What follows belongs to an exercise in optimizing a design on an open flow for small area, a short achievable clock period and few clock cycles per item; a production flow would make more cautious choices. The RTL was checked by simulation tests, not by an equivalence proof against the original design. Power and IR drop assume default switching activity.

v12:
Design bmlp_top, start of the top module:
module bmlp_top(
  input  wire       clk,
  input  wire       rst,
  input  wire       start,
  output reg  [6:0] dmem_addr,
  input  wire [8:0] dmem_data,
  output reg        done,
  output reg        bin_class
);
Size in the first run: roughly 4,400 cells after synthesis, roughly 21 I/O pins, ~38,000 um2 of cells after synthesis.
clock: 8.0 ns
lec_check: 0
abc_area: 1
cap_margin: 20
core_margin: 2
core_utilization: 60
cts_cluster_diameter: 120
cts_cluster_size: 18
setup_slack_margin: 5
slew_margin: 20
synth_memory_max_bits: 8192
run.sh (not shown) runs the stock make flow with config.mk's settings and CLKGATE_MAP_FILE= SYNTH_SCRIPT=/design/flow/synth_recipe.tcl, a recipe that flattens the netlist after the stock synthesis.
v12: no failed stages, no open violations at the end
Testbench counts of v12, summed over its fixed seeds: cycles 23,688, items 128.
Modified inputs, v2 compared to v12
Settings: a deleted CTS_CLUSTER_DIAMETER that had been 120; a deleted CTS_CLUSTER_SIZE that had been 18; a deleted SETUP_SLACK_MARGIN that had been 5; a change of CORE_UTILIZATION from 60 to 40; a deleted ABC_AREA that had been 1.
## What came out
- Compared to v12, the routing of v2 uses more wire.
- When the final numbers for v2 and v12 were put side by side, the clock-pin slew on the worst setup and hold paths turned out to be greater in v12.
- Cmp v2 and v12 / post-cts sizing count / higher: v12
- Against v12, v2 reports a cell count after placement that is higher.
## Diff of input files: v40 against v2
Settings: ABC_AREA newly set to 1; CORE_UTILIZATION changed from 40 to 60; SETUP_SLACK_MARGIN newly set to 5.
## What came out
For highest attainable clock frequency, dividing the value from v2 by the value from v40 gives 0.815.
v40 has multiplexer share of the synthesized area below what v2 had.
Final critical-path share of the clock period in v40 is 8.6 points below v2.
v40 vs v2: number of fill cells in the layout down by more than a quarter
Share of cell area taken by flip-flops and latches for v40: 1.6 points up relative to v2
Edits applied to the flow inputs when going from v40 to v4:
Settings: putting CTS_CLUSTER_SIZE at 16 where nothing was set; putting CTS_CLUSTER_DIAMETER at 100 where nothing was set.
### Flow results
- Total negative setup slack delta (v40 -> v4): insignificant
- In the tables for v40 and v4, cell area reads higher with v40.
- Diff v40 -> v4: worst slack on hold paths now larger; total global routing track utilization went down; post-layout worst setup margin fell 8.8 ps; first-iteration DRC count went down.
- ~same top achievable clock speed in v40 and v4
- Top routing layer in use = met4: v40; top routing layer in use = met5: v4
Relative to v4, the following input files were edited for v19:
Settings: CTS_BUF_LIST: unset -> sky130_fd_sc_hd__clkbuf_4 sky130_fd_sc_hd__clkbuf_8; CTS_CLUSTER_DIAMETER: 100 -> unset; ABC_CLOCK_PERIOD_IN_PS: unset -> 3000; ABC_AREA: 1 -> unset; CTS_CLUSTER_SIZE: 16 -> 30.
==> comparison <==
The final critical-path setup slack number comes out lower for v4 vs v19.
Summary of v19 over v4: global-route met3 utilization rose by 1.1 points; buffers inserted during post-CTS setup optimization rose by 26; mean number of vias per cell rose by 7.6%.
Higher total power among v4 and v19: v19
Critical path depth (v19 over v4): decrease, 1
From v4 to v19 the numbers moved as follows: number of standard cells in the layout, taps in and fillers out shows a reduction of 32; fmax higher.

* * *

bmlp_top again, from the RTL that the note above started with.
Settings: LEC_CHECK=0, ABC_AREA=1, CAP_MARGIN=10, CORE_MARGIN=2, CORE_UTILIZATION=60, SETUP_SLACK_MARGIN=5, SLEW_MARGIN=10, SYNTH_MEMORY_MAX_BITS=8192; clock period 8.0 ns.
The starting point finished clean.
Testbench counts at the start, summed over its fixed seeds: cycles 23,688, items 128.
==> next run, changes <==
--- a/flow/config.mk
+++ b/flow/config.mk
@@ -6,9 +6,9 @@
 export NUM_CORES = 4
 export LEC_CHECK = 0
-export ABC_AREA = 1
-export CAP_MARGIN = 10
+export ABC_CLOCK_PERIOD_IN_PS = 2500
+export CAP_MARGIN = 20
 export CORE_MARGIN = 2
-export CORE_UTILIZATION = 60
+export CORE_UTILIZATION = 40
 export SETUP_SLACK_MARGIN = 5
-export SLEW_MARGIN = 10
+export SLEW_MARGIN = 20
 export SYNTH_MEMORY_MAX_BITS = 8192
What happened:
- design area grows by a few percent
- routed wire length is higher by a few percent
- die area climbs by well over a third
- total power goes up by a few percent
- first-iteration DRC count came out lower by a few percent
- clock power goes up by a few percent
- cell count grows by a few percent
- worst setup slack loses 0.11 ns
- register-to-register slack gets worse by 0.11 ns
- area after synthesis goes up by a few percent
- via count barely changes
==> next run, changes <==
--- a/flow/config.mk
+++ b/flow/config.mk
@@ -6,8 +6,8 @@
 export NUM_CORES = 4
 export LEC_CHECK = 0
-export ABC_CLOCK_PERIOD_IN_PS = 2500
+export ABC_CLOCK_PERIOD_IN_PS = 3000
 export CAP_MARGIN = 20
 export CORE_MARGIN = 2
-export CORE_UTILIZATION = 40
+export CORE_UTILIZATION = 60
 export SETUP_SLACK_MARGIN = 5
 export SLEW_MARGIN = 20
Outcome: The changed run finished clean; worst setup slack improves by 0.11 ns; register-to-register slack improves by 0.11 ns; non-clock buffer count rises by 15; cell area falls by about 0.9%.

* * *

bmlp_top again, from the RTL that the note above started with.
Design bmlp_top, start of the top module:
module bmlp_top(
  input  wire       clk,
  input  wire       rst,
  input  wire       start,
  output reg  [6:0] dmem_addr,
  input  wire [8:0] dmem_data,
  output reg        done,
  output reg        bin_class
);
clock: 8.0 ns
lec_check: 0
abc_area: 1
cap_margin: 20
core_margin: 2
core_utilization: 60
cts_cluster_diameter: 140
cts_cluster_size: 22
setup_slack_margin: 5
slew_margin: 20
synth_memory_max_bits: 8192
The baseline went through all stages and came out clean.
Testbench counts at the start, summed over its fixed seeds: cycles 23,688, items 128.
Change:
Settings changed: ABC_AREA 1 to default, ABC_CLOCK_PERIOD_IN_PS from default to 3000, CTS_BUF_LIST from default to sky130_fd_sc_hd__clkbuf_8, CTS_CLUSTER_DIAMETER 140 to default, CTS_CLUSTER_SIZE 22 to default.
Outcome:
- via count rose by 7.1%
- worst hold slack degrades by 0.016 ns
- setup slack improves by 0.036 ns
- design area rose by 9.5%

[re-timing with driven ports]
No port has a modelled driver above. Below, the same layouts with a new extraction and two added sets of constraints.
Step 1, drivers: a clkbuf_16 drives clk and a buf_2 each remaining input, both assumed.
Step 2, shift: input delay + t, output delay - t, t = (earliest + latest rising clock arrival at the registers) / 2. This alone moves slack from input paths to output paths.
a / b / c = no drivers / after step 1 / after step 2; a / b = the first two.
| run | shift t [ns] | slack for setup (ns) | pins driven straight from the clock port |
|---|---|---|---|
| v12 | 0.661 | 4.978 / 4.978 / 4.959 | 1 |
| v2 | 0.707 | 4.273 / 4.273 / 4.273 | 1 |
| v40 | 0.706 | 4.964 / 4.964 / 4.928 | 1 |
| v4 | 0.692 | 4.956 / 4.956 / 4.956 | 1 |
| v19 | 0.799 | 5.018 / 4.989 / 4.584 | 1 |
| the first run of note 2 | 0.706 | 4.944 / 4.944 / 4.935 | 1 |
| the second run of note 2 | 0.712 | 4.831 / 4.831 / 4.614 | 1 |
| the third run of note 2 | 0.698 | 4.945 / 4.945 / 4.598 | 1 |
| the first run of note 3 | 0.665 | 4.979 / 4.979 / 4.959 | 1 |
| the second run of note 3 | 0.799 | 5.015 / 4.988 / 4.586 | 1 |
After both steps setup and hold are still met in every run listed. For v19, which loses most, drivers alone change the setup slack by -0.029 ns; drivers and shift together by -0.434 ns.
